Source: an optimization exercise on an open RTL-to-GDS flow (aim: small area and a short achievable clock period). Production flows keep margins and buffers that such runs may drop.
Only simulation tests tie the RTL to the original design; equivalence was not proved.

==> trial 58: inputs <==
==> flow/design.v (excerpt) <==
module ysyx_22050598_cpu(
    	input            clk             ,
    	input            rst             ,
    	output           M_AXI_AWID      ,
	output [63:0]    M_AXI_AWADDR    ,
	output [7:0]     M_AXI_AWLEN     ,
	output [2:0]     M_AXI_AWSIZE    ,
	output [1:0]     M_AXI_AWBURST   ,
	output [3:0]     M_AXI_AWCACHE   ,
	output [2:0]     M_AXI_AWPROT    ,
	output [3:0]     M_AXI_AWQOS     ,
	output           M_AXI_AWVALID   ,
	input            M_AXI_AWREADY   ,
	output [63:0]    M_AXI_WDATA     ,
	output [7:0]     M_AXI_WSTRB     ,
	output           M_AXI_WLAST     ,
	output           M_AXI_WVALID    ,
	input            M_AXI_WREADY    ,
	input            M_AXI_BID       ,
	input  [1:0]     M_AXI_BRESP     ,
	input            M_AXI_BVALID    ,
	output           M_AXI_BREADY    ,
	output           M_AXI_ARID      ,
	output [63:0]    M_AXI_ARADDR    ,
	output [7:0]     M_AXI_ARLEN     ,
	output [2:0]     M_AXI_ARSIZE    ,
	output [1:0]     M_AXI_ARBURST   ,
	output [3:0]     M_AXI_ARCACHE   ,
	output [2:0]     M_AXI_ARPROT    ,
	output [3:0]     M_AXI_ARQOS     ,
	output           M_AXI_ARVALID   ,
	input            M_AXI_ARREADY   ,
	input            M_AXI_RID       ,
	input  [63:0]    M_AXI_RDATA     ,
	input  [1:0]     M_AXI_RRESP     ,
	input            M_AXI_RLAST     ,
	input            M_AXI_RVALID    ,
	output           M_AXI_RREADY
);
    wire [63:0]   ifu_mem_addr        ;
  ...
Settings: LEC_CHECK=0, CAP_MARGIN=40, CORE_MARGIN=2, CORE_UTILIZATION=35, CTS_CLUSTER_DIAMETER=100, CTS_CLUSTER_SIZE=20, SETUP_SLACK_MARGIN=0.5, SLEW_MARGIN=30; clock period 16.0 ns.
standard.sh (not shown) runs the stock make flow with config.mk's settings and CLKGATE_MAP_FILE= SYNTH_SCRIPT=/design/flow/synth_recipe.tcl, a recipe that flattens the netlist after the stock synthesis.
==> flow/flow/run.sh <==
#!/bin/bash
set -uo pipefail
here=$(pwd)
margin=$(tr -d ' \n' < flow/setup_margin.txt)
bash standard.sh synth > "$here/make_synth.log" 2>&1 || { echo "synthesis failed, see make_synth.log"; exit 1; }
bash standard.sh SETUP_SLACK_MARGIN="$margin" finish > "$here/make_layout.log" 2>&1 || { echo "layout failed, see make_layout.log"; exit 1; }
test -s out/final.def || { echo "no out/final.def"; exit 1; }
echo "flow done (setup slack margin $margin)"
==> flow/flow/setup_margin.txt <==
10.5
==> build 60: changes against trial 58 <==
--- a/flow/design.v
+++ b/flow/design.v
@@ -798,16 +798,22 @@
                         .id_ex_inst_mul_bus_o    (ex_inst_mul_bus       ),
                         .id_ex_csr_bus_o         (ex_csr_bus            ),
                         .id_ex_branch_bus_o      (ex_branch_bus         ),
                         .id_ex_unsigned_bus_o    (ex_unsigned_bus       ),
                         .id_ex_ls_req_o          (ex_ls_req             ),
                         .id_ex_inst_is_rv64_o    (ex_inst_is_rv64       ),
                         .id_ex_inst_is_illegal_o (ex_inst_is_illegal    )
                         );
+    wire [11:0] id_csr_num = id_inst[31:20];
+    wire [3:0]  id_csr_sel = {id_csr_num == 12'h342, id_csr_num == 12'h341, id_csr_num == 12'h305, id_csr_num == 12'h300};
+    reg  [3:0]  ex_csr_sel_r;
+    always @(posedge clk) begin
+        if (~pipeline_stall[2]) ex_csr_sel_r <= id_csr_sel;
+    end
     ysyx_22050598_exu_alu u_ysyx_22050598_exu_alu (
                         .clk                     (clk                   ),
                         .rst                     (rst                   ),
                         .ex_muldiv_hold          (ifu_stall | ls_unalign_stall),
                         .ex_alu_op_type          (ex_op_type            ),
                         .ex_alu_op_a             (ex_alu_op_a           ),
                         .ex_alu_op_b             (ex_alu_op_b           ),
                         .ex_pc                   (ex_pc                 ),
@@ -839,16 +845,17 @@
                         .muldivout_valid         (muldivout_valid       )
                           );
     ysyx_22050598_exu_csr u_ysyx_22050598_exu_csr (
                         .clk                     (clk                   ),
                         .rst                     (rst                   ),
                         .csr_commit              (~pipeline_stall[2]    ),
                         .ex_csr_bus_i            (ex_csr_bus            ),
                         .csr_imm_i               (ex_alu_op_b           ),
+                        .csr_sel_i               (ex_csr_sel_r          ),
                         .csr_reg_i               (ex_alu_op_a           ),
                         .csr_zimm_i              (ex_bs_zimm_data       ),
                         .csr_ecall_pc            (ex_pc                 ),
                         .ex_inst_is_mret_i       (ex_inst_is_mret       ),
                         .ex_inst_is_ecall_i      (ex_inst_is_ecall      ),
                         .id_pc                   (id_pc                 ),
                         .csr_flush_o             (csr_flush             ),
                         .csr_rd_pc_data          (ex_csr_rd_pc_data     )
@@ -1280,16 +1287,17 @@
     assign ex_alu_rd_data_en  = ex_write_reg_en;
 endmodule
 module ysyx_22050598_exu_csr (
     input         clk                ,
     input         rst                ,
     input         csr_commit         , 
     input [5:0]   ex_csr_bus_i       ,
     input [63:0]  csr_imm_i          ,
+    input [3:0]   csr_sel_i          , 
     input [63:0]  csr_reg_i          ,
     input [63:0]  csr_zimm_i         ,
     input [63:0]  csr_ecall_pc       ,
     input         ex_inst_is_mret_i  ,
     input         ex_inst_is_ecall_i ,
     input  [63:0] id_pc              ,
     output        csr_flush_o        ,
     output [63:0] csr_rd_pc_data 
@@ -1304,20 +1312,20 @@
     wire [64-1:0] csr_mcause_data_r  ;
     wire mstatus_r_ena ;
     wire mtvec_r_ena   ;
     wire mepc_r_ena    ;
     wire mcause_r_ena  ;
     wire csr_ena = |ex_csr_bus_i; 
     wire [64-1:0] read_csr_data  ;
     wire [64-1:0] write_csr_data ;
-    wire csr_imm_is_0x300 = ~(|(csr_imm_i[11:0] ^ 12'h300));
-    wire csr_imm_is_0x305 = ~(|(csr_imm_i[11:0] ^ 12'h305));
-    wire csr_imm_is_0x341 = ~(|(csr_imm_i[11:0] ^ 12'h341));
-    wire csr_imm_is_0x342 = ~(|(csr_imm_i[11:0] ^ 12'h342));
+    wire csr_imm_is_0x300 = csr_sel_i[0];
+    wire csr_imm_is_0x305 = csr_sel_i[1];
+    wire csr_imm_is_0x341 = csr_sel_i[2];
+    wire csr_imm_is_0x342 = csr_sel_i[3];
     wire csr_mstatus_ena = (csr_imm_is_0x300 & csr_ena) ;
     wire csr_mtvec_ena   = (csr_imm_is_0x305 & csr_ena) ;
     wire csr_mepc_ena    = (csr_imm_is_0x341 & csr_ena) ;
     wire csr_mcause_ena  = (csr_imm_is_0x342 & csr_ena) ;
     wire write_csr_or = (ex_csr_bus_i[4] | ex_csr_bus_i[1]);
     wire [63:0] write_csr_or_data1 = read_csr_data & {64{write_csr_or}};
     wire [63:0] write_csr_or_data2 = ({64{ex_csr_bus_i[4]}} & csr_reg_i)  | 
                                      ({64{ex_csr_bus_i[1]}} & csr_zimm_i) ; 
==> trial 20: changes against trial 58 <==
--- a/flow/design.v
+++ b/flow/design.v
@@ -798,16 +798,22 @@
                         .id_ex_inst_mul_bus_o    (ex_inst_mul_bus       ),
                         .id_ex_csr_bus_o         (ex_csr_bus            ),
                         .id_ex_branch_bus_o      (ex_branch_bus         ),
                         .id_ex_unsigned_bus_o    (ex_unsigned_bus       ),
                         .id_ex_ls_req_o          (ex_ls_req             ),
                         .id_ex_inst_is_rv64_o    (ex_inst_is_rv64       ),
                         .id_ex_inst_is_illegal_o (ex_inst_is_illegal    )
                         );
+    wire [11:0] id_csr_num = id_inst[31:20];
+    wire [3:0]  id_csr_sel = {id_csr_num == 12'h342, id_csr_num == 12'h341, id_csr_num == 12'h305, id_csr_num == 12'h300};
+    reg  [3:0]  ex_csr_sel_r;
+    always @(posedge clk) begin
+        if (~pipeline_stall[2]) ex_csr_sel_r <= id_csr_sel;
+    end
     ysyx_22050598_exu_alu u_ysyx_22050598_exu_alu (
                         .clk                     (clk                   ),
                         .rst                     (rst                   ),
                         .ex_muldiv_hold          (ifu_stall | ls_unalign_stall),
                         .ex_alu_op_type          (ex_op_type            ),
                         .ex_alu_op_a             (ex_alu_op_a           ),
                         .ex_alu_op_b             (ex_alu_op_b           ),
                         .ex_pc                   (ex_pc                 ),
@@ -839,16 +845,17 @@
                         .muldivout_valid         (muldivout_valid       )
                           );
     ysyx_22050598_exu_csr u_ysyx_22050598_exu_csr (
                         .clk                     (clk                   ),
                         .rst                     (rst                   ),
                         .csr_commit              (~pipeline_stall[2]    ),
                         .ex_csr_bus_i            (ex_csr_bus            ),
                         .csr_imm_i               (ex_alu_op_b           ),
+                        .csr_sel_i               (ex_csr_sel_r          ),
                         .csr_reg_i               (ex_alu_op_a           ),
                         .csr_zimm_i              (ex_bs_zimm_data       ),
                         .csr_ecall_pc            (ex_pc                 ),
                         .ex_inst_is_mret_i       (ex_inst_is_mret       ),
                         .ex_inst_is_ecall_i      (ex_inst_is_ecall      ),
                         .id_pc                   (id_pc                 ),
                         .csr_flush_o             (csr_flush             ),
                         .csr_rd_pc_data          (ex_csr_rd_pc_data     )
@@ -1280,16 +1287,17 @@
     assign ex_alu_rd_data_en  = ex_write_reg_en;
 endmodule
 module ysyx_22050598_exu_csr (
     input         clk                ,
     input         rst                ,
     input         csr_commit         , 
     input [5:0]   ex_csr_bus_i       ,
     input [63:0]  csr_imm_i          ,
+    input [3:0]   csr_sel_i          , 
     input [63:0]  csr_reg_i          ,
     input [63:0]  csr_zimm_i         ,
     input [63:0]  csr_ecall_pc       ,
     input         ex_inst_is_mret_i  ,
     input         ex_inst_is_ecall_i ,
     input  [63:0] id_pc              ,
     output        csr_flush_o        ,
     output [63:0] csr_rd_pc_data 
@@ -1304,20 +1312,20 @@
     wire [64-1:0] csr_mcause_data_r  ;
     wire mstatus_r_ena ;
     wire mtvec_r_ena   ;
     wire mepc_r_ena    ;
     wire mcause_r_ena  ;
     wire csr_ena = |ex_csr_bus_i; 
     wire [64-1:0] read_csr_data  ;
     wire [64-1:0] write_csr_data ;
-    wire csr_imm_is_0x300 = ~(|(csr_imm_i[11:0] ^ 12'h300));
-    wire csr_imm_is_0x305 = ~(|(csr_imm_i[11:0] ^ 12'h305));
-    wire csr_imm_is_0x341 = ~(|(csr_imm_i[11:0] ^ 12'h341));
-    wire csr_imm_is_0x342 = ~(|(csr_imm_i[11:0] ^ 12'h342));
+    wire csr_imm_is_0x300 = csr_sel_i[0];
+    wire csr_imm_is_0x305 = csr_sel_i[1];
+    wire csr_imm_is_0x341 = csr_sel_i[2];
+    wire csr_imm_is_0x342 = csr_sel_i[3];
     wire csr_mstatus_ena = (csr_imm_is_0x300 & csr_ena) ;
     wire csr_mtvec_ena   = (csr_imm_is_0x305 & csr_ena) ;
     wire csr_mepc_ena    = (csr_imm_is_0x341 & csr_ena) ;
     wire csr_mcause_ena  = (csr_imm_is_0x342 & csr_ena) ;
     wire write_csr_or = (ex_csr_bus_i[4] | ex_csr_bus_i[1]);
     wire [63:0] write_csr_or_data1 = read_csr_data & {64{write_csr_or}};
     wire [63:0] write_csr_or_data2 = ({64{ex_csr_bus_i[4]}} & csr_reg_i)  | 
                                      ({64{ex_csr_bus_i[1]}} & csr_zimm_i) ; 
CORE_UTILIZATION = 45   (was 35)
==> notes <==
Synthesized cell count: build 60 is higher than trial 58 (about 1.4%).
Of trial 20 and build 60, trial 20 has the higher register-to-register slack (gap 20 ps).
Against trial 58, the via count of trial 20 is higher by about 0.47%.
Of trial 20 and build 60, build 60 has the higher clock skew (gap 29 ps).
Build 60 completed with no timing, DRC or antenna violations. Trial 20 finished with timing, DRC and antenna clean. Trial 58 went through all stages and came out clean.
Of trial 20 and trial 58, trial 20 has the higher flip-flop and latch count (gap 4).
Of trial 58 and build 60, build 60 has the higher area after synthesis (gap about 0.3%, measured against build 60).
Between trial 20 and build 60, the lower core utilization is in build 60 (gap 11 points).
First-iteration DRC count, highest first: build 60, trial 20, trial 58.
Count of clock-buffer cells in the layout: trial 20 is lower than trial 58 (20).
Global-route usage, highest first: trial 20, trial 58, build 60.

==> 01-16 <==
Another version of the RTL of ysyx_22050598_cpu (not shown whole).
export LEC_CHECK = 0
export CAP_MARGIN = 40
export CORE_MARGIN = 2
export CORE_UTILIZATION = 35
export CTS_CLUSTER_DIAMETER = 100
export CTS_CLUSTER_SIZE = 20
export SETUP_SLACK_MARGIN = 0.5
export SLEW_MARGIN = 30
create_clock -name core_clock -period 16.0 [get_ports {clk}]
Scripts as last shown in full above: flow/flow/run.sh, flow/flow/setup_margin.txt
==> inputs of 10-27, as changes to 01-16 <==
--- a/flow/design.v
+++ b/flow/design.v
@@ -1732,17 +1732,17 @@
     reg  [2:0] state_r;
     wire s_cmp  = state_r[0];
     wire s_fill = state_r[1];
     wire s_rline= state_r[2];
     wire [TW-1:0] tag_r   [0:15];
     wire [15:0]   valid_r ;
     wire [127:0]  data_r  [0:15];
     wire [3:0]  set_oh  = 4'b0001 << pc_r[5:4];
-    wire [15:0] word_oh = 16'h0001 << pc_r[5:2];
+    reg  [15:0] word_oh;
     wire [15:0] tag_eq;
     wire [3:0]  hit_w;
     wire [31:0] inst_w [0:3];
     genvar i, w;
     generate
         for (i = 0; i < 16; i = i + 1) begin : g_cmp
             assign tag_eq[i] = valid_r[i] & (tag_r[i] == pc_r[31:6]);
         end
@@ -1785,18 +1785,23 @@
             wire [18:0] b_hi = (b_c == bimm[12]) ? pc_r[31:13] : b_c ? b_hi_p : b_hi_m;
             assign pred_w[w] = is_jal ? {j_hi, j_lo} : (is_bxx & iw[31]) ? {b_hi, b_lo} : pc_4;
         end
     endgenerate
     wire [31:0] pc_pred = ({32{hit_w[0]}} & pred_w[0]) | ({32{hit_w[1]}} & pred_w[1]) |
                           ({32{hit_w[2]}} & pred_w[2]) | ({32{hit_w[3]}} & pred_w[3]) ;
     wire [31:0] pc_in   = flush_pc_en ? flush_pc[31:0] : pc_pred;
     always @(posedge clk) begin
-        if (rst == 1'b0) pc_r <= 32'h80000000;
-        else if (~pc_stall) pc_r <= pc_in;
+        if (rst == 1'b0) begin
+            pc_r    <= 32'h80000000;
+            word_oh <= 16'h0001;
+        end else if (~pc_stall) begin
+            pc_r    <= pc_in;
+            word_oh <= 16'h0001 << pc_in[5:2];
+        end
     end
     wire [1:0] lru_way;
     wire [3:0] chose = 4'b0001 << lru_way;
     wire [1:0] hit_idx = {hit_w[3] | hit_w[2], hit_w[3] | hit_w[1]};
     reg  [3:0]  way_r ;
     always @(posedge clk) begin
         if (s_cmp) way_r <= hit ? hit_w : chose;
     end
@@ -1916,17 +1921,17 @@
     wire unalign_d_110 = (size_d & loc_110);
     wire unalign_d_111 = (size_d & loc_111);
     assign lsu_unalign = unalign_h_111      |
                          unalign_w_101      |
                          unalign_w_110      |
                          unalign_w_111      |
                          (size_d & ~loc_000);
     wire [63:0] rdata;
-    wire [63:0] device_load_data  = ({64{device_sta_is_done}} & device_load_data_r) | ({64{~device_sta_is_done}} & lsu_mem_rdata[63:0]);
+    wire [63:0] device_load_data  = ({64{device_sta_is_done}} & device_load_data_r) | ({64{~device_sta_is_done}} & lsu_mem_rdata[127:64]);
     wire unalign_load_data_ena    = (lsu_unalign & state_is_lsu_idle & load_en);
     wire [63:0] unalign_rdata     = ({64{~addr_is_device}} & rdata) | ({64{addr_is_device}} & device_load_data);
     wire [7:0]  ld_loc  = {loc_111, loc_110, loc_101, loc_100, loc_011, loc_010, loc_001, loc_000};
     wire [3:0]  ld_size = {size_d, size_w, size_h, size_b};
     function [63:0] align_ld(input [63:0] x, input [7:0] lc, input [3:0] sz, input uns);
         reg [7:0]  b;
         reg [15:0] h;
         reg [31:0] w;
@@ -1939,17 +1944,17 @@
                 ({32{lc[4]}} & x[63:32]);
             align_ld = ({64{sz[0]}} & {{56{b[7]  & ~uns}}, b}) |
                        ({64{sz[1]}} & {{48{h[15] & ~uns}}, h}) |
                        ({64{sz[2]}} & {{32{w[31] & ~uns}}, w}) |
                        ({64{sz[3]}} & x);
         end
     endfunction
     wire [63:0] align_load_data = align_ld(rdata & {64{~lsu_unalign & ~addr_is_device}}, ld_loc, ld_size, load_unsigned) |
-                                  align_ld(lsu_mem_rdata[63:0] & {64{addr_is_device & ~device_sta_is_done}}, ld_loc, ld_size, load_unsigned) |
+                                  align_ld(lsu_mem_rdata[127:64] & {64{addr_is_device & ~device_sta_is_done}}, ld_loc, ld_size, load_unsigned) |
                                   align_ld(device_load_data_r & {64{addr_is_device & device_sta_is_done}}, ld_loc, ld_size, load_unsigned);
     wire [55:0] idle_unalign_load_data_r ;
     wire [55:0] idle_unalign_load_data  = ({56{unalign_d_010}} & {8'b0 ,unalign_rdata[63:16]}) |
                                           ({56{unalign_d_011}} & {16'b0,unalign_rdata[63:24]}) |
                                           ({56{unalign_d_100}} & {24'b0,unalign_rdata[63:32]}) |
                                           ({56{unalign_w_101}} & {32'b0,unalign_rdata[63:40]}) |
                                           ({56{unalign_d_101}} & {32'b0,unalign_rdata[63:40]}) |
                                           ({56{unalign_w_110}} & {40'b0,unalign_rdata[63:48]}) |
@@ -2120,17 +2125,17 @@
                             device_sta_is_done_exit_ena  ;
     wire [1:0] device_nxt = ({2{device_sta_is_idle_exit_ena }} & device_sta_is_idle_nxt ) |
                             ({2{device_sta_is_write_exit_ena}} & device_sta_is_write_nxt) |
                             ({2{device_sta_is_read_exit_ena }} & device_sta_is_read_nxt ) |
                             ({2{device_sta_is_done_exit_ena }} & device_sta_is_done_nxt ) ;
     ysyx_22050598_sirv_gnrl_dfflr #(2) device_dfflr(device_ena, device_nxt, device_state_r, clk, rst); 
     wire        device_load_data_ena = device_sta_is_read_exit_ena ;
     wire [63:0] device_load_data_r ;
-    ysyx_22050598_sirv_gnrl_dffl  #(64) device_load_data_dfflr(device_load_data_ena, lsu_mem_rdata[63:0], device_load_data_r, clk);               
+    ysyx_22050598_sirv_gnrl_dffl  #(64) device_load_data_dfflr(device_load_data_ena, lsu_mem_rdata[127:64], device_load_data_r, clk);               
     wire [63:0] device_wdata = ({64{size_b}} & {8{ls_store_data[7:0]}})  |
                                ({64{size_h}} & {4{ls_store_data[15:0]}}) |
                                ({64{size_w}} & {2{ls_store_data[31:0]}}) |
                                ({64{size_d}} & ls_store_data)            ;
     assign lsu_mem_addr     = ({64{~addr_is_device}}  & cache_mem_addr ) | ({64{addr_is_device & state_is_lsu_idle}} & {ls_loc[63:3],3'b0}) ;
     assign lsu_mem_wdata    = ({128{~addr_is_device}} & cache_mem_wdata) | ({128{addr_is_device}} & {2{device_wdata}}); 
     assign lsu_mem_r_req    = (cache_mem_r | device_sta_is_read );
     assign lsu_mem_w_req    = (cache_mem_w | device_sta_is_write); 
==> run summary <==
- Between 01-16 and 10-27, the lower design area is in 10-27 (gap 1.6%, measured against 10-27).
- In 01-16 the sequential share of layout area is lower than in 10-27, by 0.89 points.
- In 01-16 the synthesized cell count is higher than in 10-27, by 1.3%.
- Of 01-16 and 10-27, 01-16 has the higher hold slack (gap 1.1 ps).
- 10-27 ran to the end with no violations. 01-16 passed the timing, DRC and antenna checks.
- Of 01-16 and 10-27, 10-27 has the higher global-route usage (gap 0.24 points).
- In 01-16 the critical path depth is higher than in 10-27, by 8.
==> figures <==
| metric | 01-16 | 10-27 |
|---|---|---|
| Run status | no timing/DRC/antenna violations | no timing/DRC/antenna violations |
| Final worst slack | 9980 ps | 10,150 ps |
| Fraction of layout cells with a size suffix above 1 | 18.3% | 17.3% |
| Critical Path Stages | 23 | 15 |
| Combined buffer and inverter count along the critical path | 6 | 7 |
| Mux share of post-synthesis cell area | 7.30% | 6.47% |
| Antenna Diode Count | 410 | 595 |
| Layout non-clock buf frac | 7.03% | 6.66% |
| Fillcell total | 114,214 | 113,137 |
| Portion of the clock cycle consumed by the worst path in the final layout | 37.6% | 36.6% |
| Detailed-routed wire length on met3 | 364,000 microns | 386,000 microns |
| Met2 wire length | 985,000 microns | 981,000 microns |
| Mean area per synthesized cell | 12.3 sq um | 12.3 sq um |

==> separate check: timing with driven ports <==
The results above use ideal ports. As a check the final layouts listed here were re-extracted and re-timed, cells and wires unchanged. Step 1, drivers: a clkbuf_16 drives clk and a buf_2 each remaining input, both assumed. Step 2 also shifts input and output timing later by t, the mid clock arrival at the registers, as if the neighbouring blocks saw the same clock. Three values: ideal ports, drivers, drivers and shift; two values: the first two.
| run | shift t [ns] | setup slack, ns | hold WS [ns] | worst setup path at the end | slew at the worst register clock pin (ns) |
|---|---|---|---|---|---|
| trial 58 | 1.357 | 10.211 / 10.211 / 8.858 | 0.471 / 0.471 / 0.471 | input to register | 0.10 / 0.10 |
| build 60 | 1.363 | 10.082 / 10.082 / 8.932 | 0.476 / 0.476 / 0.476 | input to register | 0.10 / 0.10 |
| trial 20 | 1.249 | 10.101 / 10.101 / 9.244 | 0.471 / 0.471 / 0.471 | input to register | 0.10 / 0.10 |
| 01-16 | 1.382 | 9.982 / 9.982 / 8.944 | 0.468 / 0.468 / 0.468 | input to register | 0.10 / 0.10 |
| 10-27 | 1.361 | 10.148 / 10.105 / 9.156 | 0.467 / 0.467 / 0.467 | input to register | 0.11 / 0.11 |
After both steps every run listed still meets setup and hold. For trial 58, which loses most, drivers alone change the setup slack by 0.000 ns; drivers and shift together by -1.353 ns.
